This design comes from an exercise in tuning for small area, a short achievable clock period and few clock cycles per item on the open sky130 flow, not from production work. At most, simulation tests tie the RTL to the original design; equivalence was not proved. No functional check of the RTL was part of runs 3 to 5. Power is estimated from default activity; no workload was simulated.

===== flow/config.mk =====
export PLATFORM = sky130hd
export DESIGN_NAME = AuctionSearch
export DESIGN_NICKNAME = AuctionSearch
export VERILOG_FILES = /design/flow/design.v
export SDC_FILE = /design/flow/constraint.sdc
export NUM_CORES = 4
export LEC_CHECK = 0
export CAP_MARGIN = 20
export CORE_MARGIN = 2
export CORE_UTILIZATION = 40
export GPL_TIMING_DRIVEN = 0
export PLACE_DENSITY = 0.6
export SETUP_SLACK_MARGIN = 0.1
export SLEW_MARGIN = 20
export SYNTH_HIERARCHICAL = 1
export TNS_END_PERCENT = 50

===== flow/constraint.sdc =====
create_clock -name core_clock -period 4.0 [get_ports {clock}]
set_input_delay 0.8000 -clock core_clock [delete_from_list [all_inputs] [get_ports {clock}]]
set_output_delay 0.8000 -clock core_clock [all_outputs]
set_load 0.01 [all_outputs]

===== flow/design.v =====
module ProcessingElement(
  input         clock,
  input         io_valid,     
  input  [7:0]  io_rewardIn_bits_reward,
  input  [10:0] io_rewardIn_bits_idx,
  output [10:0] io_agentIdx,
  input  [7:0]  io_price,
  output [7:0]  io_ben,
  output [7:0]  io_nben,
  output [7:0]  io_reward,
  output [7:0]  io_id
);
  reg [7:0] s1_reward;
  reg [7:0] s1_idx;
  reg       s1_valid;
  always @(posedge clock) begin
    s1_reward <= io_rewardIn_bits_reward;
    s1_idx    <= io_rewardIn_bits_idx[7:0];
    s1_valid  <= io_valid;
  end
  assign io_agentIdx = io_rewardIn_bits_idx;
  Benefit8 sub (.r(s1_reward), .v(s1_valid), .p(io_price), .b(io_ben), .nb(io_nben));
  assign io_reward = s1_reward;
  assign io_id     = s1_idx;
endmodule
module Benefit8(
  input  [7:0] r,
  input        v,
  input  [7:0] p,
  output [7:0] b,
  output [7:0] nb
);
  wire [7:0] nr, g0, t0, h;
  wire [7:0] ng1, nt1, g2, t2, ng3;
  genvar k;
  generate
    for (k = 0; k < 8; k = k + 1) begin : bt
      GInv  inr (.a(r[k]), .y(nr[k]));
      GNor2  ug (.a(nr[k]), .b(p[k]), .y(g0[k]));
      GNand2 ut (.a(nr[k]), .b(p[k]), .y(t0[k]));
      GXnor2 uh (.a(r[k]), .b(p[k]), .y(h[k]));
    end
    GInv l1z (.a(t0[0]), .y(ng1[0]));
    assign nt1[0] = 1'b1;   
    for (k = 1; k < 8; k = k + 1) begin : l1
      if (k == 1) begin : c
        GAoi21 ug (.a1(t0[1]), .a2(t0[0]), .b1(g0[1]), .y(ng1[1]));
      end else begin : n
        GAoi21 ug (.a1(t0[k]), .a2(g0[k-1]), .b1(g0[k]), .y(ng1[k]));
      end
      GNand2 ut (.a(t0[k]), .b(t0[k-1]), .y(nt1[k]));
    end
    for (k = 0; k < 8; k = k + 1) begin : l2
      if (k < 2) begin : c
        GInv ug (.a(ng1[k]), .y(g2[k]));
        assign t2[k] = 1'b0;   
      end else begin : n
        GOai21 ug (.a1(nt1[k]), .a2(ng1[k-2]), .b1(ng1[k]), .y(g2[k]));
        if (k >= 4) begin : t
          GNor2 ut (.a(nt1[k]), .b(nt1[k-2]), .y(t2[k]));
        end else begin : nt
          assign t2[k] = 1'b0;   
        end
      end
    end
    for (k = 0; k < 8; k = k + 1) begin : l3
      if (k < 4) begin : c
        GInv ug (.a(g2[k]), .y(ng3[k]));
      end else begin : n
        GAoi21 ug (.a1(t2[k]), .a2(g2[k-4]), .b1(g2[k]), .y(ng3[k]));
      end
    end
  endgenerate
  wire nv, pos, pos2;
  GInv  iv (.a(v), .y(nv));
  GNor2 up (.a(ng3[7]), .b(nv), .y(pos));
  GNor2 uq (.a(ng3[7]), .b(nv), .y(pos2));
  wire [7:0] d;
  GInv  d0 (.a(h[0]), .y(d[0]));
  generate
    for (k = 1; k < 8; k = k + 1) begin : s
      GXnor2 ux (.a(h[k]), .b(ng3[k-1]), .y(d[k]));
    end
    for (k = 0; k < 8; k = k + 1) begin : m
      GAnd2  ub (.a(d[k]), .b(pos), .y(b[k]));
      GNand2 un (.a(d[k]), .b(pos2), .y(nb[k]));
    end
  endgenerate
endmodule
module Ge8G(
  input  [7:0] a,
  input  [7:0] nb,
  output       y
);
  wire [7:0] ng, nt;
  wire [3:0] g1, t1;
  wire nglo, nghi, nthi;
  genvar k;
  generate
    for (k = 0; k < 8; k = k + 1) begin : bt
      if (k > 0) begin : g
        GNand2 ug (.a(a[k]), .b(nb[k]), .y(ng[k]));    
      end else begin : g0
        assign ng[k] = 1'b1;   
      end
      GNor2  ut (.a(a[k]), .b(nb[k]), .y(nt[k]));       
    end
    for (k = 0; k < 4; k = k + 1) begin : l1
      if (k == 0) begin : c
        GOai21 ug (.a1(nt[1]), .a2(nt[0]), .b1(ng[1]), .y(g1[0]));
        assign t1[0] = 1'b0;   
      end else begin : n
        GOai21 ug (.a1(nt[2*k+1]), .a2(ng[2*k]), .b1(ng[2*k+1]), .y(g1[k]));
        GNor2  ut (.a(nt[2*k+1]), .b(nt[2*k]), .y(t1[k]));
      end
    end
  endgenerate
  GAoi21 l2a (.a1(t1[1]), .a2(g1[0]), .b1(g1[1]), .y(nglo));
  GAoi21 l2b (.a1(t1[3]), .a2(g1[2]), .b1(g1[3]), .y(nghi));
  GNand2 l2c (.a(t1[3]), .b(t1[2]), .y(nthi));
  GOai21 l3  (.a1(nthi), .a2(nglo), .b1(nghi), .y(y));
endmodule
module Gt8G(
  input  [7:0] a,
  input  [7:0] nb,
  output       y
);
  wire [7:0] ng, nt;
  wire [3:0] g1, t1;
  wire nglo, nghi, nthi;
  genvar k;
  generate
    for (k = 0; k < 8; k = k + 1) begin : bt
      GNand2 ug (.a(a[k]), .b(nb[k]), .y(ng[k]));       
      if (k > 0) begin : t
        GNor2  ut (.a(a[k]), .b(nb[k]), .y(nt[k]));     
      end else begin : t0
        assign nt[k] = 1'b1;   
      end
    end
    for (k = 0; k < 4; k = k + 1) begin : l1
      if (k == 0) begin : c
        GOai21 ug (.a1(nt[1]), .a2(ng[0]), .b1(ng[1]), .y(g1[0]));
        assign t1[0] = 1'b0;   
      end else begin : n
        GOai21 ug (.a1(nt[2*k+1]), .a2(ng[2*k]), .b1(ng[2*k+1]), .y(g1[k]));
        GNor2  ut (.a(nt[2*k+1]), .b(nt[2*k]), .y(t1[k]));
      end
    end
  endgenerate
  GAoi21 l2a (.a1(t1[1]), .a2(g1[0]), .b1(g1[1]), .y(nglo));
  GAoi21 l2b (.a1(t1[3]), .a2(g1[2]), .b1(g1[3]), .y(nghi));
  GNand2 l2c (.a(t1[3]), .b(t1[2]), .y(nthi));
  GOai21 l3  (.a1(nthi), .a2(nglo), .b1(nghi), .y(y));
endmodule
module GInv(input a, output y); assign y = ~a; endmodule
module GAnd2(input a, input b, output y); assign y = a & b; endmodule
module GNand2(input a, input b, output y); assign y = ~(a & b); endmodule
module GNor2(input a, input b, output y); assign y = ~(a | b); endmodule
module GNand3(input a, input b, input c, output y); assign y = ~(a & b & c); endmodule
module GNor3(input a, input b, input c, output y); assign y = ~(a | b | c); endmodule
module GNor4(input a, input b, input c, input d, output y); assign y = ~(a | b | c | d); endmodule
module GNand4(input a, input b, input c, input d, output y); assign y = ~(a & b & c & d); endmodule
module GMux2(input a, input b, input s, output y); assign y = s ? b : a; endmodule
module GXor2(input a, input b, output y); assign y = a ^ b; endmodule
module GXnor2(input a, input b, output y); assign y = ~(a ^ b); endmodule
module GAoi21(input a1, input a2, input b1, output y); assign y = ~((a1 & a2) | b1); endmodule
module GOai21(input a1, input a2, input b1, output y); assign y = ~((a1 | a2) & b1); endmodule
module GAoi22(input a1, input a2, input b1, input b2, output y); assign y = ~((a1 & a2) | (b1 & b2)); endmodule
module GOai22(input a1, input a2, input b1, input b2, output y); assign y = ~((a1 | a2) & (b1 | b2)); endmodule
module Win9(input [8:0] nb, output y0, output y1, output y2);
  wire a, b, c;
  GNand3 ua (.a(nb[0]), .b(nb[1]), .c(nb[2]), .y(a));
  GNand3 ub (.a(nb[3]), .b(nb[4]), .c(nb[5]), .y(b));
  GNand3 uc (.a(nb[6]), .b(nb[7]), .c(nb[8]), .y(c));
  GNor3  o0 (.a(a), .b(b), .c(c), .y(y0));
  GNor3  o1 (.a(a), .b(b), .c(c), .y(y1));
  GNor3  o2 (.a(a), .b(b), .c(c), .y(y2));
endmodule
module One9(input [8:0] nb, output y);
  wire [3:0] nn2, o2, no2;
  wire [1:0] one4, none4;
  wire none8n, one8n, nb8n;
  genvar k;
  generate
    for (k = 0; k < 4; k = k + 1) begin : l1
      GNand2 un (.a(nb[2*k]), .b(nb[2*k+1]), .y(nn2[k]));    
      GXnor2 uo (.a(nb[2*k]), .b(nb[2*k+1]), .y(no2[k]));    
    end
    for (k = 0; k < 2; k = k + 1) begin : l2
      GOai22 uo (.a1(no2[2*k]), .a2(nn2[2*k+1]), .b1(nn2[2*k]), .b2(no2[2*k+1]), .y(one4[k]));
      GNor2  un (.a(nn2[2*k]), .b(nn2[2*k+1]), .y(none4[k]));
    end
  endgenerate
  GAoi22 l3o (.a1(one4[0]), .a2(none4[1]), .b1(none4[0]), .b2(one4[1]), .y(one8n));
  GNand2 l3n (.a(none4[0]), .b(none4[1]), .y(none8n));
  GInv   i8  (.a(nb[8]), .y(nb8n));
  GOai22 l4  (.a1(one8n), .a2(nb8n), .b1(none8n), .b2(nb[8]), .y(y));
endmodule
module One8e(input [7:0] nb, input en, output y);
  wire [3:0] nn2, no2;
  wire [1:0] one4, none4;
  wire one8n, nen;
  genvar k;
  generate
    for (k = 0; k < 4; k = k + 1) begin : l1
      GNand2 un (.a(nb[2*k]), .b(nb[2*k+1]), .y(nn2[k]));    
      GXnor2 uo (.a(nb[2*k]), .b(nb[2*k+1]), .y(no2[k]));    
    end
    for (k = 0; k < 2; k = k + 1) begin : l2
      GOai22 uo (.a1(no2[2*k]), .a2(nn2[2*k+1]), .b1(nn2[2*k]), .b2(no2[2*k+1]), .y(one4[k]));
      GNor2  un (.a(nn2[2*k]), .b(nn2[2*k+1]), .y(none4[k]));
    end
  endgenerate
  GAoi22 l3 (.a1(one4[0]), .a2(none4[1]), .b1(none4[0]), .b2(one4[1]), .y(one8n));
  GInv   ie (.a(en), .y(nen));
  GNor2  l4 (.a(one8n), .b(nen), .y(y));
endmodule
module All8e(input [7:0] v, input en, output y0, output y1, output y2);
  wire a, b, c;
  GNand3 ua (.a(v[0]), .b(v[1]), .c(v[2]), .y(a));
  GNand3 ub (.a(v[3]), .b(v[4]), .c(v[5]), .y(b));
  GNand3 uc (.a(v[6]), .b(v[7]), .c(en), .y(c));
  GNor3  o0 (.a(a), .b(b), .c(c), .y(y0));
  GNor3  o1 (.a(a), .b(b), .c(c), .y(y1));
  GNor3  o2 (.a(a), .b(b), .c(c), .y(y2));
endmodule
module Sel10(
  input  [79:0] v,
  input  [9:0]  s,
  output reg [7:0] y
);
  integer i;
  always @* begin
    y = 8'd0;
    for (i = 0; i < 10; i = i + 1)
      y = y | ({8{s[i]}} & v[8*i +: 8]);
  end
endmodule
module BidCalc(
  input  [7:0] best,
  input  [7:0] second,
  input  [7:0] reward,
  output [7:0] bid
);
  wire [7:0] x;
  wire e0, e1, e;
  genvar k;
  generate
    for (k = 0; k < 8; k = k + 1) begin : q
      GXnor2 u (.a(best[k]), .b(second[k]), .y(x[k]));
    end
  endgenerate
  GNand4 q0 (.a(x[0]), .b(x[1]), .c(x[2]), .d(x[3]), .y(e0));
  GNand4 q1 (.a(x[4]), .b(x[5]), .c(x[6]), .d(x[7]), .y(e1));
  GNor2  q2 (.a(e0), .b(e1), .y(e));
  wire z0, z1, nz;
  GNor4  n0 (.a(best[0]), .b(best[1]), .c(best[2]), .d(best[3]), .y(z0));
  GNor4  n1 (.a(best[4]), .b(best[5]), .c(best[6]), .d(best[7]), .y(z1));
  GNand2 n2 (.a(z0), .b(z1), .y(nz));
  wire [7:0] dec = second - 8'd1;
  wire [7:0] sub;
  generate
    for (k = 0; k < 8; k = k + 1) begin : m
      GMux2 u (.a(second[k]), .b(dec[k]), .s(e), .y(sub[k]));
    end
  endgenerate
  wire [7:0] nbid;
  Benefit8 d (.r(reward), .v(nz), .p(sub), .b(bid), .nb(nbid));
endmodule
module SearchTask(
  input         clock,
  input         reset,
  input         io_inValid,
  input         io_inLast,
  output        io_inReady,
  output        io_fire,
  input  [63:0] io_ben,
  input  [63:0] io_nben,
  input  [63:0] io_reward,
  input  [63:0] io_id,
  input         io_resultOut_ready,
  output        io_resultOut_valid,
  output [10:0] io_resultOut_bits_winner,
  output [7:0]  io_resultOut_bits_bid
);
  reg       s_valid;    
  reg       s_last;     
  reg       act;        
  reg       done;       
  reg [7:0] accBest;
  reg [7:0] accSecond;
  reg [7:0] accId;
  reg [7:0] accReward;
  wire busy = (done & ~io_resultOut_ready) | (s_valid & s_last);
  assign io_inReady = ~busy;
  assign io_fire = io_inValid & ~busy;
  wire part = act | ~s_valid;
  wire [8:0] nb [0:7];
  wire [7:0] yA, yS;    
  genvar i, j;
  generate
    for (i = 0; i < 8; i = i + 1) begin : row
      for (j = i + 1; j < 8; j = j + 1) begin : col
        wire y, ny;
        if ((i + j) % 2 == 0) begin : fwd
          Ge8G c (.a(io_ben[8*i +: 8]), .nb(io_nben[8*j +: 8]), .y(y));
          GInv inv (.a(y), .y(ny));
          assign nb[j][i]   = ny;
          assign nb[i][j-1] = y;
        end else begin : rev
          Gt8G c (.a(io_ben[8*j +: 8]), .nb(io_nben[8*i +: 8]), .y(y));
          GInv inv (.a(y), .y(ny));
          assign nb[i][j-1] = ny;
          assign nb[j][i]   = y;
        end
      end
      Ge8G ca (.a(accBest),   .nb(io_nben[8*i +: 8]), .y(yA[i]));
      Ge8G cs (.a(accSecond), .nb(io_nben[8*i +: 8]), .y(yS[i]));
      GNand2 na (.a(yA[i]), .b(part), .y(nb[i][8]));
      GNand2 ns (.a(yS[i]), .b(part), .y(nb[i][7]));
    end
  endgenerate
  wire [7:0] wB, wI, wR, sL;
  wire       wAB, wAI, wAR, sA, sS, sS1, sS2;
  generate
    for (i = 0; i < 8; i = i + 1) begin : rk
      Win9 w (.nb(nb[i]), .y0(wB[i]), .y1(wI[i]), .y2(wR[i]));
      One9 s (.nb(nb[i]), .y(sL[i]));
    end
  endgenerate
  All8e wa (.v(yA), .en(part), .y0(wAB), .y1(wAI), .y2(wAR));
  One8e sa (.nb(yA), .en(part), .y(sA));
  All8e ss (.v(yS), .en(part), .y0(sS), .y1(sS1), .y2(sS2));
  wire [7:0] nBest, nSecond, nId, nReward;
  Sel10 mb (.v({io_ben, 8'd0, accBest}),        .s({wB, 1'b0, wAB}), .y(nBest));
  Sel10 ms (.v({io_ben, accSecond, accBest}),   .s({sL, sS, sA}),    .y(nSecond));
  Sel10 mi (.v({io_id, 8'd0, accId}),           .s({wI, 1'b0, wAI}), .y(nId));
  Sel10 mr (.v({io_reward, 8'd0, accReward}),   .s({wR, 1'b0, wAR}), .y(nReward));
  always @(posedge clock) begin
    if (reset) begin
      s_valid <= 1'b0;
      act     <= 1'b0;
      done    <= 1'b0;
    end else begin
      s_valid <= io_fire;
      if (s_valid) begin
        act  <= ~s_last;
        done <= s_last;
      end else if (io_resultOut_ready) begin
        done <= 1'b0;
      end
    end
    s_last    <= io_inLast;
    accBest   <= nBest;
    accSecond <= nSecond;
    accId     <= nId;
    accReward <= nReward;
  end
  assign io_resultOut_valid       = done;
  assign io_resultOut_bits_winner = {3'd0, accId};
  BidCalc bc (.best(accBest), .second(accSecond), .reward(accReward), .bid(io_resultOut_bits_bid));
endmodule
module AuctionSearch(
  input         clock,
  input         reset,
  output        io_rewardIn_0_ready,
  input         io_rewardIn_0_valid,
  input  [7:0]  io_rewardIn_0_reward,
  input  [10:0] io_rewardIn_0_idx,
  input         io_rewardIn_0_last,
  output [10:0] io_agentIdx_0,
  input  [7:0]  io_price_0,
  output        io_rewardIn_1_ready,
  input         io_rewardIn_1_valid,
  input  [7:0]  io_rewardIn_1_reward,
  input  [10:0] io_rewardIn_1_idx,
  output [10:0] io_agentIdx_1,
  input  [7:0]  io_price_1,
  output        io_rewardIn_2_ready,
  input         io_rewardIn_2_valid,
  input  [7:0]  io_rewardIn_2_reward,
  input  [10:0] io_rewardIn_2_idx,
  output [10:0] io_agentIdx_2,
  input  [7:0]  io_price_2,
  output        io_rewardIn_3_ready,
  input         io_rewardIn_3_valid,
  input  [7:0]  io_rewardIn_3_reward,
  input  [10:0] io_rewardIn_3_idx,
  output [10:0] io_agentIdx_3,
  input  [7:0]  io_price_3,
  output        io_rewardIn_4_ready,
  input         io_rewardIn_4_valid,
  input  [7:0]  io_rewardIn_4_reward,
  input  [10:0] io_rewardIn_4_idx,
  output [10:0] io_agentIdx_4,
  input  [7:0]  io_price_4,
  output        io_rewardIn_5_ready,
  input         io_rewardIn_5_valid,
  input  [7:0]  io_rewardIn_5_reward,
  input  [10:0] io_rewardIn_5_idx,
  output [10:0] io_agentIdx_5,
  input  [7:0]  io_price_5,
  output        io_rewardIn_6_ready,
  input         io_rewardIn_6_valid,
  input  [7:0]  io_rewardIn_6_reward,
  input  [10:0] io_rewardIn_6_idx,
  output [10:0] io_agentIdx_6,
  input  [7:0]  io_price_6,
  output        io_rewardIn_7_ready,
  input         io_rewardIn_7_valid,
  input  [7:0]  io_rewardIn_7_reward,
  input  [10:0] io_rewardIn_7_idx,
  output [10:0] io_agentIdx_7,
  input  [7:0]  io_price_7,
  input         io_resultOut_ready,
  output        io_resultOut_valid,
  output [10:0] io_resultOut_winner,
  output [7:0]  io_resultOut_bid
);
  wire        ready;
  wire        fire;
  wire [63:0] ben, nben, reward, id;
  assign io_rewardIn_0_ready = ready;
  assign io_rewardIn_1_ready = ready;
  assign io_rewardIn_2_ready = ready;
  assign io_rewardIn_3_ready = ready;
  assign io_rewardIn_4_ready = ready;
  assign io_rewardIn_5_ready = ready;
  assign io_rewardIn_6_ready = ready;
  assign io_rewardIn_7_ready = ready;
  ProcessingElement pes_0 (
    .clock(clock),
    .io_valid(io_rewardIn_0_valid & fire),
    .io_rewardIn_bits_reward(io_rewardIn_0_reward),
    .io_rewardIn_bits_idx(io_rewardIn_0_idx),
    .io_agentIdx(io_agentIdx_0),
    .io_price(io_price_0),
    .io_ben(ben[7:0]),
    .io_nben(nben[7:0]),
    .io_reward(reward[7:0]),
    .io_id(id[7:0])
  );
  ProcessingElement pes_1 (
    .clock(clock),
    .io_valid(io_rewardIn_1_valid & fire),
    .io_rewardIn_bits_reward(io_rewardIn_1_reward),
    .io_rewardIn_bits_idx(io_rewardIn_1_idx),
    .io_agentIdx(io_agentIdx_1),
    .io_price(io_price_1),
    .io_ben(ben[15:8]),
    .io_nben(nben[15:8]),
    .io_reward(reward[15:8]),
    .io_id(id[15:8])
  );
  ProcessingElement pes_2 (
    .clock(clock),
    .io_valid(io_rewardIn_2_valid & fire),
    .io_rewardIn_bits_reward(io_rewardIn_2_reward),
    .io_rewardIn_bits_idx(io_rewardIn_2_idx),
    .io_agentIdx(io_agentIdx_2),
    .io_price(io_price_2),
    .io_ben(ben[23:16]),
    .io_nben(nben[23:16]),
    .io_reward(reward[23:16]),
    .io_id(id[23:16])
  );
  ProcessingElement pes_3 (
    .clock(clock),
    .io_valid(io_rewardIn_3_valid & fire),
    .io_rewardIn_bits_reward(io_rewardIn_3_reward),
    .io_rewardIn_bits_idx(io_rewardIn_3_idx),
    .io_agentIdx(io_agentIdx_3),
    .io_price(io_price_3),
    .io_ben(ben[31:24]),
    .io_nben(nben[31:24]),
    .io_reward(reward[31:24]),
    .io_id(id[31:24])
  );
  ProcessingElement pes_4 (
    .clock(clock),
    .io_valid(io_rewardIn_4_valid & fire),
    .io_rewardIn_bits_reward(io_rewardIn_4_reward),
    .io_rewardIn_bits_idx(io_rewardIn_4_idx),
    .io_agentIdx(io_agentIdx_4),
    .io_price(io_price_4),
    .io_ben(ben[39:32]),
    .io_nben(nben[39:32]),
    .io_reward(reward[39:32]),
    .io_id(id[39:32])
  );
  ProcessingElement pes_5 (
    .clock(clock),
    .io_valid(io_rewardIn_5_valid & fire),
    .io_rewardIn_bits_reward(io_rewardIn_5_reward),
    .io_rewardIn_bits_idx(io_rewardIn_5_idx),
    .io_agentIdx(io_agentIdx_5),
    .io_price(io_price_5),
    .io_ben(ben[47:40]),
    .io_nben(nben[47:40]),
    .io_reward(reward[47:40]),
    .io_id(id[47:40])
  );
  ProcessingElement pes_6 (
    .clock(clock),
    .io_valid(io_rewardIn_6_valid & fire),
    .io_rewardIn_bits_reward(io_rewardIn_6_reward),
    .io_rewardIn_bits_idx(io_rewardIn_6_idx),
    .io_agentIdx(io_agentIdx_6),
    .io_price(io_price_6),
    .io_ben(ben[55:48]),
    .io_nben(nben[55:48]),
    .io_reward(reward[55:48]),
    .io_id(id[55:48])
  );
  ProcessingElement pes_7 (
    .clock(clock),
    .io_valid(io_rewardIn_7_valid & fire),
    .io_rewardIn_bits_reward(io_rewardIn_7_reward),
    .io_rewardIn_bits_idx(io_rewardIn_7_idx),
    .io_agentIdx(io_agentIdx_7),
    .io_price(io_price_7),
    .io_ben(ben[63:56]),
    .io_nben(nben[63:56]),
    .io_reward(reward[63:56]),
    .io_id(id[63:56])
  );
  SearchTask search (
    .clock(clock),
    .reset(reset),
    .io_inValid(io_rewardIn_0_valid),
    .io_inLast(io_rewardIn_0_last),
    .io_inReady(ready),
    .io_fire(fire),
    .io_ben(ben),
    .io_nben(nben),
    .io_reward(reward),
    .io_id(id),
    .io_resultOut_ready(io_resultOut_ready),
    .io_resultOut_valid(io_resultOut_valid),
    .io_resultOut_bits_winner(io_resultOut_winner),
    .io_resultOut_bits_bid(io_resultOut_bid)
  );
endmodule

===== flow/flow/run.sh =====
#!/bin/bash
# The standard layout (standard.sh), with two changes:
# - plain buf_2 buffers on the ports instead of the flow's default choice (a
#   delay cell); every port still gets its own buffer;
# - after synthesis, every combinational cell is set to the smallest drive of
#   its kind (flow/downsize.tcl); the flow's resizing sizes up what timing needs.
# Each tool's full output goes to a log of its own here; ORFS's per-step logs
# are under orfs/logs/.
set -euo pipefail
export BUFFER_PORTS_ARGS="-buffer_cell sky130_fd_sc_hd__buf_2"
bash standard.sh synth > standard_synth.log 2>&1
export SYNTH_ODB=orfs/results/${FLOW_PLATFORM}/AuctionSearch/base/1_synth.odb
openroad -no_init -exit flow/downsize.tcl > downsize.log 2>&1
touch orfs/results/${FLOW_PLATFORM}/AuctionSearch/base/1_synth.sdc
bash standard.sh > standard.log 2>&1

===== flow/flow/downsize.tcl =====
# Set every combinational cell of the synthesized netlist to the smallest
# drive of its kind (same function and footprint); placement's and timing
# repair's resizing then sizes up what the timing needs. Registers, tie cells
# and delay cells are left as synthesis made them.
read_db $::env(SYNTH_ODB)
set db [ord::get_db]
set block [ord::get_db_block]
set swapped 0
set saved 0.0
foreach inst [$block getInsts] {
  set m [$inst getMaster]
  set name [$m getName]
  if {![regexp {^(sky130_fd_sc_hd__([a-z0-9]+))_([0-9]+)$} $name -> base kind n]} { continue }
  if {[regexp {^(df|edf|sdf|dl|conb|tap|fill|decap|clkdly|dlygate|dlymetal|probe|lpflow|ebuf|einv)} $kind]} { continue }
  set best $m
  foreach s {0 1 2} {
    set c [$db findMaster ${base}_$s]
    if {$c ne "NULL" && [$c getWidth] < [$best getWidth]} { set best $c }
  }
  if {$best ne $m} {
    set saved [expr {$saved + ([$m getWidth] - [$best getWidth]) * [$m getHeight] / 1e6}]
    $inst swapMaster $best
    incr swapped
  }
}
puts "downsize: swapped $swapped cells, [format %.1f $saved] um2 less"
write_db $::env(SYNTH_ODB)

===== flow/standard.sh =====
#!/bin/bash
# synth_recipe.tcl (not shown) runs the flow's synth.tcl, then flattens the netlist and writes it again
# the make line also repeats each setting of config.mk as NAME=value (left out here)
make -C /OpenROAD-flow-scripts/flow DESIGN_CONFIG=/design/flow/config.mk WORK_HOME=/design/flow/orfs CLKGATE_MAP_FILE= SYNTH_SCRIPT=/design/flow/synth_recipe.tcl "${@:-finish}"

==> run summary, run 1 <==
DRC=0; Syn Inst Count=2770; Worst-Skew Late Latency=0.47 ns; Die Y=204 microns; clk_skew=0.0120 ns; combinational power share=54.9%; ant diodes=0; Clock Tree Root=clkbuf_16; RR Startpoint=pes_0.s1_reward[2]$_DFF_P_; Final Instance Area=21400 sq um; layout cells sized above 1=24.5%; routability-driven placement congestion ratio=0.997; vias per cell=5.63; worst slew pin tran=0.745 ns; Rows=73; average cell area after synthesis=5.75 sq um; Post-DRT Antenna Nets=0; leakage power total=9.98 nW; initial antenna violation count=0; first-pass GRT wire length=107 mm; Setup CP Type=reg -> out; initial core utilization=40.3%; Final Max Slew Viols=0; # setup viols final=0; Area Growth Syn to Fin=34.4%; post-DR wirelength/cell=20.2 microns; Top-Level Pins=344; clock power share=20.0%; crit end category=primary output; core area=39500 sq um; worst reg-to-reg setup slack=0.24 ns; htree depth=4; cell area after placement=18300 sq um; Hold Vio Cnt, Final=0; Clock Path Buffers=2; GRT Util Overall=34.0%; Required @ worst endpoint=3.20 ns; clk slew on worst S/H paths=0.08 ns; VDD IR-drop max=0.326 mV; Worst R2R End=search.accSecond[0]$_DFF_P_; cell internal pwr=4.63 mW; Post-Route Setup TNS=0 ns; worst hold path class=in -> reg; critical-path maximum fanout=8; Final period util=96.9%; Max Cap Violations=0; starting DRC count in detailed routing=2732; largest net degree at the start of global routing=23; sequential power share=25.1%; beginning of the critical path=search.accSecond[5]$_DFF_P_; Syn Std Cell Area=15900 sq um; hold buffer count at CTS=0; Slew HR=50.3%; CTS buffer count=17; nets=3467; f_max=258 MHz; pwr/cell area=402 nW/um^2; sw frac=46.2%; Util after Layout=54.2%; CP Launch Type=flop; yosys warns=9; Net Switching=3.97 mW; die width=204 microns; die area=41500 sq um; clock tree sinks=172; Crit path arrival time=3.07 ns; CTS tree=done; vias in the first global route=18800; Post-DP HPWL=55.8 mm; Routed WL=76.2 mm; I/O Buffers=316; RSZ-0062 raised after global routing=yes; R2R depth=20; status=timing/DRC/antenna clean; Overflow after GRT=0; post-layout min period=3.87 ns; DRT Pass-1 Iters=7; total number of vias=21300; Critical Path End=io_resultOut_bid[4]
## layout make-up
cell class | count | area, sq um
Sequential cell | 172 | 3510
Timing Repair Buffer | 414 | 2410
Multi-Input combinational cell | 2301 | 13000
Tap cell | 525 | 657
Inverter | 194 | 728
Fill cell | 3957 | 18100
Clock buffer | 17 | 425
Buffer | 138 | 544
Clock inverter | 15 | 179
## power groups by stage
stage	combinational [mW]	sequential [mW]	clock, mW
after global placement	3.34	2.33	0
after CTS	3.93	2.19	1.74
final	4.73	2.16	1.72
after global routing	5.01	2.17	1.81
after floorplan	2.42	2.18	0
after detailed placement	3.43	2.34	0
## critical path, stage by stage (launching register included)
cell and delay, ns:
dfxtp_4 0.37, xnor2_1 0.19, nand4_1 0.24, nor2_4 0.30, mux2_2 0.41, nor2_1 0.16, a21oi_1 0.08, o21ai_1 0.21
a21oi_1 0.11, nor2_2 0.24, and2_1 0.17, buf_2 0.12
## routing by layer
metal  wire, microns  GRT usage, %
met1           30300          43.9
met2           32700          53.0
met3            8830          7.02
met4            4350          18.4
met5               0             0
## stage by stage
| stage | cells | hold slack, ns | power (mW) | setup WS (ns) |
|---|---|---|---|---|
| after floorplan | 2799 | 0.424 | 4.60 | 0.331 |
| after global placement | 3640 | 0.433 | 5.67 | -1.15 |
| after detailed placement | 3641 | 0.447 | 5.78 | -1.21 |
| after CTS | 3699 | 0.404 | 7.87 | 0.0726 |
| after global routing | 3776 | 0.411 | 9.00 | 0.0465 |
| final | 3776 | 0.427 | 8.60 | 0.125 |
## worst min path at each step
stage / slack (ns) / start / depth (start not counted) / to
floorplan: 0.42 / pes_0.s1_idx[0]$_DFF_P_ / 2 / search.accId[0]$_DFF_P_
global placement: 0.43 / pes_0.s1_idx[7]$_DFF_P_ / 2 / search.accId[7]$_DFF_P_
detailed placement: 0.45 / pes_0.s1_idx[4]$_DFF_P_ / 2 / search.accId[4]$_DFF_P_
CTS: 0.40 / io_rewardIn_1_reward[7] / 1 / pes_1.s1_reward[7]$_DFF_P_
global route: 0.41 / io_rewardIn_1_reward[7] / 1 / pes_1.s1_reward[7]$_DFF_P_
finish: 0.43 / io_rewardIn_7_reward[0] / 1 / pes_7.s1_reward[0]$_DFF_P_
## placed cells by master (no fill, tap or decap), types with 33 or more instances in the layout
| master | instances |
|---|---|
| and2_4 | 50 |
| inv_1 | 194 |
| xnor2_1 | 147 |
| a22o_1 | 33 |
| buf_4 | 84 |
| nand4_1 | 34 |
| o21ai_1 | 227 |
| buf_2 | 325 |
| nand2_4 | 40 |
| nor2_1 | 588 |
| a21oi_1 | 138 |
| a21oi_2 | 47 |
| dfxtp_1 | 152 |
| nand2_1 | 559 |
| a22oi_1 | 101 |
| buf_1 | 104 |
## what timing repair did
item                                    CTS  global route
gates cloned                              0             6
buffers inserted                         26            71
resized for setup                       254           243
endpoints found under the setup margin   40            40
pin swaps                                11            59
Testbench counts, summed over its fixed seeds: cycles 31,933, rounds 5,813.
==> inputs of run 2 (changes only) <==
--- a/flow/config.mk
+++ b/flow/config.mk
@@ -15,2 +15,2 @@
 export SYNTH_HIERARCHICAL = 1
-export TNS_END_PERCENT = 50
+export TNS_END_PERCENT = 10
==> run summary, run 2 <==
total number of vias=21100; fillers=3991; RSZ-0062 raised after global routing=yes; Clock Path Buffers=2; beginning of the critical path=io_price_2[1]; # setup viols final=0; DRT Pass-1 Iters=8; commonest non-fill, non-tap cell in the layout=nor2_1; Hold Vio Cnt, Final=0; Top-Level Pins=344; vias in the first global route=18800; Final Instance Area=21300 sq um; die area=41500 sq um; crit-path cells=buf_2, nor2_1, a21oi_1, o21ai_1, inv_1, xnor2_2, nand2_4, nor2_1, nor2_1, a21oi_1, o21ai_2, nand2_1, nand3_1, nor3_2, clkbuf_2, a22o_1, a221oi_1, nand4_1; Slew HR=49.1%; Critical Path End=search.accReward[0]$_DFF_P_; Routed WL=76.0 mm; status=timing/DRC/antenna clean; R2R depth=18; CTS buffer count=17; f_max=259 MHz; Syn Std Cell Area=15900 sq um; first-pass GRT wire length=106 mm; starting DRC count in detailed routing=2540; Setup CP Type=in -> reg; worst reg-to-reg setup slack=0.19 ns; Worst R2R End=search.accReward[0]$_DFF_P_; vias per cell=5.61; Post-Place Cells=3641; Post-DP HPWL=55.8 mm; largest net degree at the start of global routing=23; CP most frequent cell=nor2_1; pwr/cell area=401 nW/um^2; CTS tree=done; die width=204 microns; commonest cells after routing, fill and taps aside=585 x nor2_1, 561 x nand2_1, 325 x buf_2, 227 x o21ai_1, 194 x inv_1; Post-DRT Antenna Nets=0; DRC=0; I/O Buffers=316; clk_skew=0.0123 ns; htree depth=4; crit end category=flop; Final period util=96.4%; ant diodes=0; Syn Inst Count=2770; nets=3452; Max Cap Violations=0; Overflow after GRT=0; Total Power=8.53 mW; worst slew pin tran=0.763 ns; leakage power total=9.86 nW; post-DR wirelength/cell=20.2 microns; clk slew on worst S/H paths=0.08 ns; average cell area after synthesis=5.75 sq um; CP Launch Type=primary input; multi-input combinational cell area=12900 sq um; worst hold stages=1; Area Growth Syn to Fin=33.4%; clock tree sinks=172; layout cells sized above 1=24.2%; CP peak stage delay=0.40 ns; worst hold path class=in -> reg; Rows=73; hold buffer count at CTS=0; sequential cell area=3520 sq um; Worst-Skew Late Latency=0.47 ns; setup slack after layout=0.146 ns; GRT Util Overall=33.9%; cell area after placement=18300 sq um; HP Start=io_rewardIn_1_reward[7]; Required @ worst endpoint=4.41 ns; Non-Filler Instances=3761; critical-path maximum fanout=12; post-layout min period=3.85 ns; yosys warns=9; routability-driven placement congestion ratio=0.997; pre-CTS setup slack=-1.21 ns; core area=39500 sq um; initial antenna violation count=1; Die Y=204 microns; initial core utilization=40.3%; Clock Tree Root=clkbuf_16; VDD IR-drop max=0.327 mV; RR Startpoint=pes_2.s1_reward[1]$_DFF_P_; Crit path arrival time=4.26 ns; CP max stage cell=nor3_2; Final Max Slew Viols=0
## run 2: how the worst min path moves through the flow
| stage | to |
|---|---|
| after global routing | pes_1.s1_reward[7]$_DFF_P_ |
| after CTS | pes_1.s1_reward[7]$_DFF_P_ |
| after floorplan | search.accId[0]$_DFF_P_ |
| after global placement | search.accId[7]$_DFF_P_ |
| final | pes_1.s1_reward[7]$_DFF_P_ |
| after detailed placement | search.accId[4]$_DFF_P_ |
## run 2: timing repair
| action | CTS | global route |
|---|---|---|
| pin swaps | 10 | 62 |
| gates resized for setup | 233 | 258 |
| cloned | 0 | 6 |
| setup buffers | 25 | 57 |
| setup endpoints to repair | 40 | 40 |
## run 2: metrics by stage
stage | setup TNS (ns) | hold slack [ns] | utilization, %
after CTS | 0 | 0.404 | 50.0
after global routing | 0 | 0.411 | 53.8
after detailed placement | -30.73 | 0.447 | 46.3
final | 0 | 0.428 | 53.8
after global placement | -27.98 | 0.433 | 46.2
after floorplan | 0 | 0.424 | -
## run 2: report_power, final
group          leakage, nW  switching (mW)  internal, mW
clock network        0.291           0.823         0.894
registers             1.45           0.241          1.92
logic                 8.11            2.87          1.79
## run 2: area by class of cell
class / instances / area share (%)
tap: 525 / 3.09
buffer: 138 / 2.55
clock buffer: 17 / 2.00
sequential: 172 / 16.5
timing repair buffer: 399 / 11.0
multi-input combinational: 2301 / 60.6
inverter: 194 / 3.42
clock inverter: 15 / 0.841
## run 2: worst max-delay path, delay by kind of cell
family	cells	cell delay (ns)
xor+xnor	1	0.32
compound gates	6	1.04
simple gates	8	1.49
buf+inv	3	0.59
## run 2: metal layers
| layer | up-vias | share of wire, % | GRT usage, % |
|---|---|---|---|
| met5 | - | 0 | 0 |
| met4 | 0 | 5.9 | 18.4 |
| met3 | 253 | 12 | 7.21 |
| met2 | 1239 | 43 | 52.9 |
| met1 | 9631 | 40 | 43.7 |
| li1 | 9994 | - | - |
==> inputs of run 3 (changes only) <==
--- a/flow/design.v
+++ b/flow/design.v
@@ -20,3 +20,3 @@
   end
-  assign io_agentIdx = io_rewardIn_bits_idx;
+  assign io_agentIdx = {3'd0, io_rewardIn_bits_idx[7:0]};
   Benefit8 sub (.r(s1_reward), .v(s1_valid), .p(io_price), .b(io_ben), .nb(io_nben));
@@ -73,6 +73,5 @@
   endgenerate
-  wire nv, pos, pos2;
+  wire nv, pos;
   GInv  iv (.a(v), .y(nv));
   GNor2 up (.a(ng3[7]), .b(nv), .y(pos));
-  GNor2 uq (.a(ng3[7]), .b(nv), .y(pos2));
   wire [7:0] d;
@@ -85,3 +84,3 @@
       GAnd2  ub (.a(d[k]), .b(pos), .y(b[k]));
-      GNand2 un (.a(d[k]), .b(pos2), .y(nb[k]));
+      GNand2 un (.a(d[k]), .b(pos), .y(nb[k]));
     end
@@ -227,13 +226,29 @@
 endmodule
-module Sel10(
+module Sel10n(
   input  [79:0] v,
   input  [9:0]  s,
-  output reg [7:0] y
+  output [7:0]  ny
 );
-  integer i;
-  always @* begin
-    y = 8'd0;
-    for (i = 0; i < 10; i = i + 1)
-      y = y | ({8{s[i]}} & v[8*i +: 8]);
-  end
+  genvar b, i;
+  generate
+    for (b = 0; b < 8; b = b + 1) begin : bsl
+      wire [9:0] t;
+      wire p0, p1, p2;
+      for (i = 0; i < 10; i = i + 1) begin : term
+        GNand2 u (.a(s[i]), .b(v[8*i+b]), .y(t[i]));
+      end
+      GNand4 o0 (.a(t[0]), .b(t[1]), .c(t[2]), .d(t[3]), .y(p0));
+      GNand3 o1 (.a(t[4]), .b(t[5]), .c(t[6]), .y(p1));
+      GNand3 o2 (.a(t[7]), .b(t[8]), .c(t[9]), .y(p2));
+      GNor3  o3 (.a(p0), .b(p1), .c(p2), .y(ny[b]));
+    end
+  endgenerate
+endmodule
+module Inv8(input [7:0] a, output [7:0] y);
+  genvar k;
+  generate
+    for (k = 0; k < 8; k = k + 1) begin : b
+      GInv u (.a(a[k]), .y(y[k]));
+    end
+  endgenerate
 endmodule
@@ -290,6 +305,11 @@
   reg       done;       
-  reg [7:0] accBest;
-  reg [7:0] accSecond;
-  reg [7:0] accId;
-  reg [7:0] accReward;
+  reg [7:0] accBestN;
+  reg [7:0] accSecondN;
+  reg [7:0] accIdN;
+  reg [7:0] accRewardN;
+  wire [7:0] accBest, accSecond, accId, accReward;
+  Inv8 ib (.a(accBestN),   .y(accBest));
+  Inv8 is (.a(accSecondN), .y(accSecond));
+  Inv8 ii (.a(accIdN),     .y(accId));
+  Inv8 ir (.a(accRewardN), .y(accReward));
   wire busy = (done & ~io_resultOut_ready) | (s_valid & s_last);
@@ -334,7 +354,7 @@
   All8e ss (.v(yS), .en(part), .y0(sS), .y1(sS1), .y2(sS2));
-  wire [7:0] nBest, nSecond, nId, nReward;
-  Sel10 mb (.v({io_ben, 8'd0, accBest}),        .s({wB, 1'b0, wAB}), .y(nBest));
-  Sel10 ms (.v({io_ben, accSecond, accBest}),   .s({sL, sS, sA}),    .y(nSecond));
-  Sel10 mi (.v({io_id, 8'd0, accId}),           .s({wI, 1'b0, wAI}), .y(nId));
-  Sel10 mr (.v({io_reward, 8'd0, accReward}),   .s({wR, 1'b0, wAR}), .y(nReward));
+  wire [7:0] nBestN, nSecondN, nIdN, nRewardN;
+  Sel10n mb (.v({io_ben, 8'd0, accBest}),        .s({wB, 1'b0, wAB}), .ny(nBestN));
+  Sel10n ms (.v({io_ben, accSecond, accBest}),   .s({sL, sS, sA}),    .ny(nSecondN));
+  Sel10n mi (.v({io_id, 8'd0, accId}),           .s({wI, 1'b0, wAI}), .ny(nIdN));
+  Sel10n mr (.v({io_reward, 8'd0, accReward}),   .s({wR, 1'b0, wAR}), .ny(nRewardN));
   always @(posedge clock) begin
@@ -354,6 +374,6 @@
     s_last    <= io_inLast;
-    accBest   <= nBest;
-    accSecond <= nSecond;
-    accId     <= nId;
-    accReward <= nReward;
+    accBestN   <= nBestN;
+    accSecondN <= nSecondN;
+    accIdN     <= nIdN;
+    accRewardN <= nRewardN;
   end
--- a/flow/config.mk
+++ b/flow/config.mk
@@ -15,2 +15 @@
 export SYNTH_HIERARCHICAL = 1
-export TNS_END_PERCENT = 10
==> run summary, run 3 <==
status=timing/DRC/antenna clean; worst hold path class=in -> reg; critical-path maximum fanout=8; f_max=260 MHz; Final period util=96.3%; layout cells sized above 1=20.9%; RSZ-0062 raised after global routing=yes; Die Y=206 microns; Hold Vio Cnt, Final=0; DRC=0; CTS tree=done; M1 GR Usage=46.3%; CP max stage cell=dfxtp_2; crit end category=primary output; die width=206 microns; Post-DP HPWL=56.3 mm; die area=42400 sq um; global route hottest layer=met2; Worst-Skew Late Latency=0.46 ns; htree depth=4; # setup viols final=0; VDD IR-drop max=0.295 mV; sequential power share=23.4%; Syn Inst Count=3018; Slew HR=44.8%; clk slew on worst S/H paths=0.09 ns; core area=40000 sq um; CP peak stage delay=0.38 ns; HP Start=io_rewardIn_1_reward[7]; beginning of the critical path=search.accSecondN[6]$_DFF_P_; GRT met3 Usage=7.49%; Syn Std Cell Area=16300 sq um; leakage power total=10.2 nW; worst slew pin tran=0.823 ns; routability-driven placement congestion ratio=0.973; Util after Layout=54.2%; Clock Tree Root=clkbuf_16; fillers=4143; initial core utilization=40.8%; total number of vias=21800; Post-DRT Antenna Nets=0; CP most frequent cell=nor2_4; Rows=73; Required @ worst endpoint=3.20 ns; ant diodes=0; Area Growth Syn to Fin=32.9%; post-DR wirelength/cell=19.4 microns; starting DRC count in detailed routing=2986; Crit path arrival time=3.05 ns; RR Startpoint=pes_5.s1_reward[3]$_DFF_P_; first-pass GRT wire length=111 mm; CTS buffer count=17; sw frac=48.3%; Net Switching=4.18 mW; Overflow after GRT=0; nets=3707; GRT Util Overall=35.1%; initial antenna violation count=0; clock tree sinks=172; clock power share=19.6%; hold_ws=0.444 ns; Post-Route Setup TNS=0 ns; Top-Level Pins=344; setup slack after layout=0.148 ns; pwr/cell area=399 nW/um^2; crit-path cells=clkinvlp_4, xnor2_2, nand4_1, nor2_4, buf_12, buf_6, mux2_4, nor2_2, a21oi_1, o21ai_1, a21oi_2, nor2_4, and2_4, buf_2; multi-input combinational cell area=13400 sq um; DRT Pass-1 Iters=9; commonest non-fill, non-tap cell in the layout=nand2_1; vias in the first global route=19300; Clock Path Buffers=2; cell internal pwr=4.47 mW; clk_skew=0.0183 ns; Setup CP Type=reg -> out; yosys warns=8; commonest cells after routing, fill and taps aside=873 x nand2_1, 583 x nor2_1, 292 x buf_2, 231 x o21ai_1, 209 x inv_1; GR Util met2=52.9%; Max Cap Violations=0; largest net degree at the start of global routing=20; Routed WL=78.1 mm; Final Max Slew Viols=0; I/O Buffers=292; average cell area after synthesis=5.40 sq um; post-layout min period=3.85 ns; pre-CTS setup slack=-1.67 ns; combinational power share=57.1%; CP Launch Type=flop; sequential cell area=3470 sq um; vias per cell=5.42
run 3: final cells by class:
type	count	share of cell area [%]
plain buffers	98	1.70
clock buffers	18	2.03
clock inverters	14	0.779
inverters	226	4.19
multi-input cells	2592	61.9
flip-flops and latches	172	16.0
well taps	525	3.03
repair buffers	357	10.1
repair inverters	14	0.323
run 3: worst paths after layout:
kind,end,slack (ns),depth (start not counted)
max,io_resultOut_bid[0],0.15,14
min,pes_1.s1_reward[7]$_DFF_P_,0.44,1
max reg2reg,search.accRewardN[5]$_DFF_P_,0.23,19
min reg2reg,search.accIdN[1]$_DFF_P_,0.49,3
run 3: power groups by stage:
| stage | registers (mW) | logic [mW] | clock network (mW) |
|---|---|---|---|
| 3_3_place_gp | 2.00 | 3.72 | 0 |
| 6_report | 2.02 | 4.94 | 1.69 |
| 4_1_cts | 2.02 | 4.28 | 1.72 |
| 3_5_place_dp | 2.00 | 3.87 | 0 |
| 5_1_grt | 2.04 | 5.23 | 1.80 |
| 2_1_floorplan | 1.98 | 2.63 | 0 |
run 3: per-stage QoR:
step           total power [mW]  instances  area (sq um)
5_1_grt                    9.07       4016         21700
4_1_cts                    8.02       3986         20400
2_1_floorplan              4.61       3084         16600
6_report                   8.65       4016         21700
3_5_place_dp               5.87       3906         18900
3_3_place_gp               5.72       3901         18700
run 3: metal layers:
metal | vias to the layer above | share of wire (%) | wire, microns
met3 | 246 | 12 | 9550
met5 | - | 0 | 0
met1 | 9808 | 40 | 31000
met2 | 1300 | 42 | 32400
li1 | 10400 | - | -
met4 | 0 | 6.5 | 5090
run 3: timing repair:
action | 4_1_cts | 5_1_grt
pin swaps | 15 | 45
endpoints found under the hold margin | 0 | 0
hold buffers | 0 | 0
gates resized for setup | 155 | 247
setup buffers | 34 | 26
endpoints found under the setup margin | 40 | 40
cloned | 14 | 4
run 3: worst max-delay path, delay by kind of cell (launching register included):
family,cells,cell delay [ns]
mux,1,0.33
buf+inv,4,0.59
flops,1,0.38
simple gates,5,0.84
compound gates,3,0.24
xor+xnor,1,0.20
==> inputs of run 4 (changes only) <==
--- a/flow/design.v
+++ b/flow/design.v
@@ -20,3 +20,3 @@
   end
-  assign io_agentIdx = {3'd0, io_rewardIn_bits_idx[7:0]};
+  assign io_agentIdx = io_rewardIn_bits_idx;
   Benefit8 sub (.r(s1_reward), .v(s1_valid), .p(io_price), .b(io_ben), .nb(io_nben));
@@ -73,5 +73,6 @@
   endgenerate
-  wire nv, pos;
+  wire nv, pos, pos2;
   GInv  iv (.a(v), .y(nv));
   GNor2 up (.a(ng3[7]), .b(nv), .y(pos));
+  GNor2 uq (.a(ng3[7]), .b(nv), .y(pos2));
   wire [7:0] d;
@@ -84,3 +85,3 @@
       GAnd2  ub (.a(d[k]), .b(pos), .y(b[k]));
-      GNand2 un (.a(d[k]), .b(pos), .y(nb[k]));
+      GNand2 un (.a(d[k]), .b(pos2), .y(nb[k]));
     end
@@ -178,2 +179,58 @@
 endmodule
+module Win8(input [7:0] nb, output y0, output y1, output y2);
+  wire a, b, c;
+  GNand3 ua (.a(nb[0]), .b(nb[1]), .c(nb[2]), .y(a));
+  GNand3 ub (.a(nb[3]), .b(nb[4]), .c(nb[5]), .y(b));
+  GNand2 uc (.a(nb[6]), .b(nb[7]), .y(c));
+  GNor3  o0 (.a(a), .b(b), .c(c), .y(y0));
+  GNor3  o1 (.a(a), .b(b), .c(c), .y(y1));
+  GNor3  o2 (.a(a), .b(b), .c(c), .y(y2));
+endmodule
+module One8(input [7:0] nb, output y);
+  wire [3:0] n2, o2;
+  wire [1:0] one4n, none4n;
+  genvar k;
+  generate
+    for (k = 0; k < 4; k = k + 1) begin : l1
+      GAnd2 un (.a(nb[2*k]), .b(nb[2*k+1]), .y(n2[k]));    
+      GXor2 uo (.a(nb[2*k]), .b(nb[2*k+1]), .y(o2[k]));    
+    end
+    for (k = 0; k < 2; k = k + 1) begin : l2
+      GAoi22 uo (.a1(o2[2*k]), .a2(n2[2*k+1]), .b1(n2[2*k]), .b2(o2[2*k+1]), .y(one4n[k]));
+      GNand2 un (.a(n2[2*k]), .b(n2[2*k+1]), .y(none4n[k]));
+    end
+  endgenerate
+  GOai22 l3 (.a1(one4n[0]), .a2(none4n[1]), .b1(none4n[0]), .b2(one4n[1]), .y(y));
+endmodule
+module Sel9(
+  input  [71:0] v,
+  input  [8:0]  s,
+  output reg [7:0] y
+);
+  integer i;
+  always @* begin
+    y = 8'd0;
+    for (i = 0; i < 9; i = i + 1)
+      y = y | ({8{s[i]}} & v[8*i +: 8]);
+  end
+endmodule
+module Max8(input [7:0] a, input [7:0] b, output [7:0] y, output ge);
+  wire [7:0] nb;
+  Inv8 ib (.a(b), .y(nb));
+  Ge8G c (.a(a), .nb(nb), .y(ge));
+  genvar k;
+  generate
+    for (k = 0; k < 8; k = k + 1) begin : m
+      GMux2 u (.a(b[k]), .b(a[k]), .s(ge), .y(y[k]));
+    end
+  endgenerate
+endmodule
+module Inv8(input [7:0] a, output [7:0] y);
+  genvar k;
+  generate
+    for (k = 0; k < 8; k = k + 1) begin : b
+      GInv u (.a(a[k]), .y(y[k]));
+    end
+  endgenerate
+endmodule
 module One9(input [8:0] nb, output y);
@@ -226,29 +283,13 @@
 endmodule
-module Sel10n(
+module Sel10(
   input  [79:0] v,
   input  [9:0]  s,
-  output [7:0]  ny
+  output reg [7:0] y
 );
-  genvar b, i;
-  generate
-    for (b = 0; b < 8; b = b + 1) begin : bsl
-      wire [9:0] t;
-      wire p0, p1, p2;
-      for (i = 0; i < 10; i = i + 1) begin : term
-        GNand2 u (.a(s[i]), .b(v[8*i+b]), .y(t[i]));
-      end
-      GNand4 o0 (.a(t[0]), .b(t[1]), .c(t[2]), .d(t[3]), .y(p0));
-      GNand3 o1 (.a(t[4]), .b(t[5]), .c(t[6]), .y(p1));
-      GNand3 o2 (.a(t[7]), .b(t[8]), .c(t[9]), .y(p2));
-      GNor3  o3 (.a(p0), .b(p1), .c(p2), .y(ny[b]));
-    end
-  endgenerate
-endmodule
-module Inv8(input [7:0] a, output [7:0] y);
-  genvar k;
-  generate
-    for (k = 0; k < 8; k = k + 1) begin : b
-      GInv u (.a(a[k]), .y(y[k]));
-    end
-  endgenerate
+  integer i;
+  always @* begin
+    y = 8'd0;
+    for (i = 0; i < 10; i = i + 1)
+      y = y | ({8{s[i]}} & v[8*i +: 8]);
+  end
 endmodule
@@ -305,11 +346,7 @@
   reg       done;       
-  reg [7:0] accBestN;
-  reg [7:0] accSecondN;
-  reg [7:0] accIdN;
-  reg [7:0] accRewardN;
-  wire [7:0] accBest, accSecond, accId, accReward;
-  Inv8 ib (.a(accBestN),   .y(accBest));
-  Inv8 is (.a(accSecondN), .y(accSecond));
-  Inv8 ii (.a(accIdN),     .y(accId));
-  Inv8 ir (.a(accRewardN), .y(accReward));
+  reg [7:0] accBest;
+  reg [7:0] accSecond1;   
+  reg [7:0] accSecond2;
+  reg [7:0] accId;
+  reg [7:0] accReward;
   wire busy = (done & ~io_resultOut_ready) | (s_valid & s_last);
@@ -318,4 +355,7 @@
   wire part = act | ~s_valid;
-  wire [8:0] nb [0:7];
-  wire [7:0] yA, yS;    
+  wire [7:0] accSecond;
+  wire       second1;
+  Max8 ms2 (.a(accSecond1), .b(accSecond2), .y(accSecond), .ge(second1));
+  wire [7:0] nb [0:7];
+  wire [7:0] yA;    
   genvar i, j;
@@ -337,6 +377,4 @@
       end
-      Ge8G ca (.a(accBest),   .nb(io_nben[8*i +: 8]), .y(yA[i]));
-      Ge8G cs (.a(accSecond), .nb(io_nben[8*i +: 8]), .y(yS[i]));
-      GNand2 na (.a(yA[i]), .b(part), .y(nb[i][8]));
-      GNand2 ns (.a(yS[i]), .b(part), .y(nb[i][7]));
+      Ge8G ca (.a(accBest), .nb(io_nben[8*i +: 8]), .y(yA[i]));
+      GNand2 na (.a(yA[i]), .b(part), .y(nb[i][7]));
     end
@@ -344,7 +382,7 @@
   wire [7:0] wB, wI, wR, sL;
-  wire       wAB, wAI, wAR, sA, sS, sS1, sS2;
+  wire       wAB, wAI, wAR, sA;
   generate
     for (i = 0; i < 8; i = i + 1) begin : rk
-      Win9 w (.nb(nb[i]), .y0(wB[i]), .y1(wI[i]), .y2(wR[i]));
-      One9 s (.nb(nb[i]), .y(sL[i]));
+      Win8 w (.nb(nb[i]), .y0(wB[i]), .y1(wI[i]), .y2(wR[i]));
+      One8 s (.nb(nb[i]), .y(sL[i]));
     end
@@ -353,8 +391,7 @@
   One8e sa (.nb(yA), .en(part), .y(sA));
-  All8e ss (.v(yS), .en(part), .y0(sS), .y1(sS1), .y2(sS2));
-  wire [7:0] nBestN, nSecondN, nIdN, nRewardN;
-  Sel10n mb (.v({io_ben, 8'd0, accBest}),        .s({wB, 1'b0, wAB}), .ny(nBestN));
-  Sel10n ms (.v({io_ben, accSecond, accBest}),   .s({sL, sS, sA}),    .ny(nSecondN));
-  Sel10n mi (.v({io_id, 8'd0, accId}),           .s({wI, 1'b0, wAI}), .ny(nIdN));
-  Sel10n mr (.v({io_reward, 8'd0, accReward}),   .s({wR, 1'b0, wAR}), .ny(nRewardN));
+  wire [7:0] nBest, nNext, nId, nReward;
+  Sel9 mb (.v({io_ben, accBest}),      .s({wB, wAB}), .y(nBest));
+  Sel9 ms (.v({io_ben, accBest}),      .s({sL, sA}),  .y(nNext));
+  Sel9 mi (.v({io_id, accId}),         .s({wI, wAI}), .y(nId));
+  Sel9 mr (.v({io_reward, accReward}), .s({wR, wAR}), .y(nReward));
   always @(posedge clock) begin
@@ -373,7 +410,8 @@
     end
-    s_last    <= io_inLast;
-    accBestN   <= nBestN;
-    accSecondN <= nSecondN;
-    accIdN     <= nIdN;
-    accRewardN <= nRewardN;
+    s_last     <= io_inLast;
+    accBest    <= nBest;
+    accSecond1 <= accSecond & {8{wAB}};
+    accSecond2 <= nNext;
+    accId      <= nId;
+    accReward  <= nReward;
   end
@@ -381,3 +419,10 @@
   assign io_resultOut_bits_winner = {3'd0, accId};
-  BidCalc bc (.best(accBest), .second(accSecond), .reward(accReward), .bid(io_resultOut_bits_bid));
+  wire [7:0] bid1, bid2;
+  BidCalc bc1 (.best(accBest), .second(accSecond1), .reward(accReward), .bid(bid1));
+  BidCalc bc2 (.best(accBest), .second(accSecond2), .reward(accReward), .bid(bid2));
+  generate
+    for (i = 0; i < 8; i = i + 1) begin : bm
+      GMux2 u (.a(bid2[i]), .b(bid1[i]), .s(second1), .y(io_resultOut_bits_bid[i]));
+    end
+  endgenerate
 endmodule
--- a/flow/config.mk
+++ b/flow/config.mk
@@ -15 +15,2 @@
 export SYNTH_HIERARCHICAL = 1
+export TNS_END_PERCENT = 10
==> run summary, run 4 <==
status=finished with violations; Fail Reasons=negative setup slack; Post-DRT Antenna Nets=0; die width=204 microns; CTS buffer count=17; ant diodes=0; hold_ws=0.413 ns; GR Util met2=51.4%; worst hold path class=in -> reg; nets=3345; core area=39600 sq um; worst hold stages=1; initial core utilization=40.5%; # setup viols final=1; GRT Util Overall=32.2%; CTS tree=done; pwr/cell area=387 nW/um^2; leakage power total=9.86 nW; fillers=3957; largest delay contributor family on the critical path=compound AO/OA/AOI/OAI gates; CP Launch Type=primary input; critical-path maximum fanout=10; Total Power=8.35 mW; Area Growth Syn to Fin=34.4%; Final period util=101%; crit-path cells=buf_2, nand2_1, a21oi_1, o21ai_2, a21oi_2, nor2_2, buf_4, and2_4, nor2_1, nor2_1, a21oi_1, o21ai_4, inv_1, xor2_1, a22oi_1, o22ai_1, buf_4, a222oi_1, nand3_1; hold worst-path end=pes_5.s1_reward[4]$_DFF_P_; beginning of the critical path=io_price_7[3]; Clock Tree Root=clkbuf_16; largest net degree at the start of global routing=20; HP Start=io_rewardIn_5_reward[4]; Crit path arrival time=4.35 ns; Die Y=204 microns; commonest non-fill, non-tap cell in the layout=nand2_1; layout cells sized above 1=27.3%; DRC=0; Worst Path Buf+Inv=4; die area=41800 sq um; commonest cells after routing, fill and taps aside=505 x nand2_1, 489 x nor2_1, 319 x buf_2, 214 x inv_1, 190 x o21ai_1; crit end category=flop; routability-driven placement congestion ratio=0.978; CP peak stage delay=0.67 ns; RSZ-0062 raised after global routing=yes; Clock Path Buffers=2; I/O Buffers=316; Overflow after GRT=0; post-DR wirelength/cell=20.1 microns; first-pass GRT wire length=102 mm; Worst-Skew Late Latency=0.49 ns; average cell area after synthesis=5.99 sq um; Slew HR=30.1%; total number of vias=20500; worst reg-to-reg setup slack=-0.04 ns; starting DRC count in detailed routing=2714; Hold Vio Cnt, Final=0; VDD IR-drop max=0.321 mV; clk slew on worst S/H paths=0.08 ns; GRT met3 Usage=7.27%; yosys warns=9; Worst R2R End=search.accSecond2[4]$_DFF_P_; RR Startpoint=pes_1.s1_reward[5]$_DFF_P_; post-layout min period=4.05 ns; initial antenna violation count=3; clock tree sinks=180; Post-DP HPWL=52.8 mm; global route hottest layer=met2; setup slack after layout=-0.0545 ns; Final Max Slew Viols=0; Required @ worst endpoint=4.30 ns; Top-Level Pins=344; f_max=247 MHz; vias per cell=5.62; R2R depth=18; DRT Pass-1 Iters=8; Max Cap Violations=0; hold buffer count at CTS=0; Routed WL=73.6 mm; htree depth=4; M1 GR Usage=40.0%; Rows=73; Setup CP Type=in -> reg; clk_skew=0.0286 ns; Syn Std Cell Area=16100 sq um; Syn Inst Count=2679; worst slew pin tran=1.05 ns; vias in the first global route=18100; CP max stage cell=a222oi_1
run 4: worst max path at each step:
| stage | end | slack (ns) | depth (start not counted) |
|---|---|---|---|
| finish | search.accSecond2[4]$_DFF_P_ | -0.05 | 19 |
| detailed placement | search.accReward[1]$_DFF_P_ | -0.99 | 17 |
| CTS | search.accSecond2[7]$_DFF_P_ | 0.08 | 18 |
| global placement | search.accReward[0]$_DFF_P_ | -0.95 | 17 |
| floorplan | io_resultOut_bid[4] | 0.46 | 11 |
| global route | search.accSecond2[2]$_DFF_P_ | -0.04 | 20 |
run 4: final cells by class:
cell class | instances | area, sq um | area share (%)
inverter | 214 | 803 | 3.72
timing repair buffer | 406 | 2360 | 11.0
buffer | 134 | 537 | 2.49
multi-input combinational | 2162 | 12900 | 59.8
sequential | 180 | 3720 | 17.3
clock buffer | 18 | 439 | 2.04
tap | 525 | 657 | 3.05
clock inverter | 14 | 156 | 0.725
run 4: worst reg2reg max path, delay by kind of cell, from the launching register on:
kind,cells,cell delay (ns)
buffers and inverters,3,0.40
AO/OA/AOI/OAI,7,1.72
flip-flops,1,0.37
AND/OR/NAND/NOR,7,1.15
XOR/XNOR,1,0.21
run 4: timing repair:
item	CTS	global route
gates resized for setup	265	330
cloned	0	10
pin swaps	16	92
endpoints found under the setup margin	40	40
hold endpoints to repair	0	0
buffers inserted	30	57
run 4: metrics by stage:
| stage | cell area (sq um) | util (%) | TNS, ns | worst slack [ns] | std cells |
|---|---|---|---|---|---|
| 2_1_floorplan | 16100 | - | 0 | 0.455 | 2681 |
| 3_3_place_gp | 18300 | 46.2 | -31.87 | -0.951 | 3522 |
| 3_5_place_dp | 18300 | 46.3 | -28.35 | -0.988 | 3524 |
| 4_1_cts | 19800 | 50.0 | 0 | 0.0832 | 3586 |
| 5_1_grt | 21600 | 54.4 | -0.0871 | -0.0378 | 3653 |
| 6_report | 21600 | 54.4 | -0.0545 | -0.0545 | 3653 |
run 4: per-layer routing:
metal | wire (microns) | vias to the layer above
li1 | - | 9644
met1 | 28400 | 9396
met2 | 32700 | 1220
met3 | 8030 | 250
met4 | 4400 | 4
met5 | 23 | -
run 4: report_power, final:
group          switching, mW  leakage (nW)  internal, mW
Combinational           2.76          8.04          1.84
Clock                  0.870         0.289         0.853
Sequential             0.130          1.52          1.90
Total                   3.76          9.86          4.60
==> inputs of run 5 (changes only) <==
--- a/flow/design.v
+++ b/flow/design.v
@@ -164,2 +164,3 @@
 module GMux2(input a, input b, input s, output y); assign y = s ? b : a; endmodule
+module GOr3(input a, input b, input c, output y); assign y = a | b | c; endmodule
 module GXor2(input a, input b, output y); assign y = a ^ b; endmodule
@@ -207,10 +208,18 @@
   input  [8:0]  s,
-  output reg [7:0] y
+  output [7:0]  y
 );
-  integer i;
-  always @* begin
-    y = 8'd0;
-    for (i = 0; i < 9; i = i + 1)
-      y = y | ({8{s[i]}} & v[8*i +: 8]);
-  end
+  genvar b, i;
+  generate
+    for (b = 0; b < 8; b = b + 1) begin : bsl
+      wire [8:0] t;
+      wire p0, p1, p2;
+      for (i = 0; i < 9; i = i + 1) begin : term
+        GNand2 u (.a(s[i]), .b(v[8*i+b]), .y(t[i]));
+      end
+      GNand3 o0 (.a(t[0]), .b(t[1]), .c(t[2]), .y(p0));
+      GNand3 o1 (.a(t[3]), .b(t[4]), .c(t[5]), .y(p1));
+      GNand3 o2 (.a(t[6]), .b(t[7]), .c(t[8]), .y(p2));
+      GOr3   o3 (.a(p0), .b(p1), .c(p2), .y(y[b]));
+    end
+  endgenerate
 endmodule
==> run summary, run 5 <==
Post-Place Cells=3755; Worst-Skew Late Latency=0.49 ns; GRT Util Overall=31.8%; die area=42600 sq um; initial core utilization=40.3%; status=timing/DRC/antenna clean; DRC=0; post-layout min period=3.91 ns; initial antenna violation count=6; die width=206 microns; yosys warns=8; commonest cells after routing, fill and taps aside=791 x nand2_1, 504 x nor2_1, 316 x buf_2, 214 x inv_1, 205 x o21ai_1; Hold Vio Cnt, Final=0; crit-path cells=xnor2_1, nand4_1, nor2_4, buf_4, mux2_4, nor2_2, a21oi_1, o21ai_1, a21oi_1, xnor2_1, and2_1, mux2_1, buf_2; cell internal pwr=4.47 mW; clock tree sinks=180; Rows=74; core area=40600 sq um; Clock Tree Root=clkbuf_16; largest net degree at the start of global routing=21; critical-path maximum fanout=7; pre-CTS setup slack=-1.02 ns; hold buffer count at CTS=0; combinational power share=53.5%; Crit path arrival time=3.11 ns; pwr/cell area=382 nW/um^2; Overflow after GRT=0; # setup viols final=0; worst hold path class=in -> reg; Syn Std Cell Area=16400 sq um; Total Power=8.14 mW; starting DRC count in detailed routing=2556; Post-DRT Antenna Nets=0; Area Growth Syn to Fin=29.8%; CTS buffer count=17; nets=3535; cell area after placement=18800 sq um; Post-DP HPWL=52.4 mm; layout cells sized above 1=21.7%; commonest non-fill, non-tap cell in the layout=nand2_1; setup slack after layout=0.0938 ns; clock power share=21.9%; Setup CP Type=reg -> out; routability-driven placement congestion ratio=1.00; f_max=256 MHz; CTS tree=done; worst slew pin tran=0.849 ns; vias per cell=5.41; Top-Level Pins=344; vias in the first global route=18200; total number of vias=20800; clk slew on worst S/H paths=0.09 ns; Worst Path Buf+Inv=2; crit end category=primary output; CP max stage cell=dfxtp_2; CP peak stage delay=0.43 ns; first-pass GRT wire length=101 mm; Final period util=97.7%; Non-Filler Instances=3851; Routed WL=72.3 mm; VDD IR-drop max=0.324 mV; htree depth=4; I/O Buffers=316; Required @ worst endpoint=3.20 ns; Die Y=206 microns; Net Switching=3.66 mW; RSZ-0062 raised after global routing=yes; Syn Inst Count=2899; Max Cap Violations=0; hold_ws=0.398 ns; Slew HR=43.0%; post-DR wirelength/cell=18.8 microns; largest delay contributor family on the critical path=simple AND/OR/NAND/NOR gates; DRT Pass-1 Iters=9; worst reg-to-reg setup slack=0.18 ns; leakage power total=9.96 nW; Final Max Slew Viols=0; Clock Path Buffers=2; clk_skew=0.0215 ns; sw frac=45.0%; average cell area after synthesis=5.66 sq um; Final Instance Area=21300 sq um; CP Launch Type=flop; sequential power share=24.7%
[run 5: cell count changes in the layout (fill, tap and decap cells not counted), sizes merged, moves of 32 or more]
cell	delta
nand2	+288
nand3	+64
a222oi	-32
a221oi	-32
a22oi	-32
buf	-42
or3	+32
a22o	-32
[run 5: cell type report]
class                      instances  area (sq um)
sequential                       180          3680
antenna                            1          2.50
clock buffer                      18           439
inverter                         214           803
multi-input combinational       2413         12900
fill                            4144         19400
buffer                            98           368
tap                              532           666
clock inverter                    14           176
timing repair buffer             381          2200
[run 5: path summary, 6_finish.rpt]
check | from | endpoint | depth (start not counted)
max | search.accSecond1[6]$_DFF_P_ | io_resultOut_bid[5] | 13
min | io_rewardIn_1_reward[7] | pes_1.s1_reward[7]$_DFF_P_ | 1
min reg2reg | search.act$_SDFFE_PP0P_ | search.act$_SDFFE_PP0P_ | 2
max reg2reg | pes_2.s1_reward[1]$_DFF_P_ | search.accSecond2[3]$_DFF_P_ | 19
[run 5: stage by stage]
stage                     TNS [ns]  utilization (%)
after floorplan                  0                -
after global placement      -42.93             45.9
after detailed placement    -31.29             46.1
after CTS                        0             48.8
after global routing        -0.236             52.4
final                            0             52.4
[run 5: routing by layer]
layer,wire length [microns],GRT usage [%],share of wire (%),vias up
li1,-,-,-,10000
met3,7350,7.46,10,264
met1,28500,39.7,39,9416
met5,13,0,0.018,-
met4,4740,20.3,6.6,2
met2,31700,49.1,44,1132
[run 5: power by group through the flow]
| stage | registers, mW | logic, mW | clock network (mW) |
|---|---|---|---|
| after floorplan | 2.03 | 2.47 | 0 |
| after global placement | 2.06 | 3.30 | 0 |
| after detailed placement | 2.06 | 3.41 | 0 |
| after CTS | 2.01 | 3.56 | 1.82 |
| after global routing | 2.02 | 4.68 | 1.89 |
| final | 2.01 | 4.35 | 1.78 |
[run 5: repair_timing]
item,4_1_cts,5_1_grt
setup buffers,21,38
endpoints found under the setup margin,40,48
cloned,0,4
pin swaps,4,52
resized for setup,125,309

==> afterwards: timing with drivers on the ports <==
Ports are ideal in the flow. The routed layouts listed here were re-timed in OpenROAD.
Step 1 (the two cells are an assumption about what drives the block):
set clk [get_ports {clock}]
set_driving_cell -lib_cell sky130_fd_sc_hd__clkbuf_16 $clk
set_driving_cell -lib_cell sky130_fd_sc_hd__buf_2 [delete_from_list [all_inputs] $clk]
Step 2 moves the port delays by t, midway between the first and last clock arrival at a register: inputs arrive t later, outputs are due t later. That takes back most of the time a late clock gives input paths.
Three values: ideal, step 1, step 2; two values: the first two.
run | shift t [ns] | setup WS [ns] | worst setup path after step 2
run 1 | 0.521 | 0.125 / 0.064 / -0.274 | input to register
run 2 | 0.520 | 0.146 / 0.112 / -0.333 | input to register
run 3 | 0.506 | 0.148 / 0.092 / -0.296 | input to register
run 4 | 0.528 | -0.055 / -0.037 / -0.565 | input to register
run 5 | 0.542 | 0.094 / 0.035 / -0.341 | input to register
Met with ideal ports but missed after step 2: setup timing in run 1, run 2, run 3 and run 5. For run 4, which loses most, drivers alone change the setup slack by +0.018 ns; drivers and shift together by -0.510 ns.
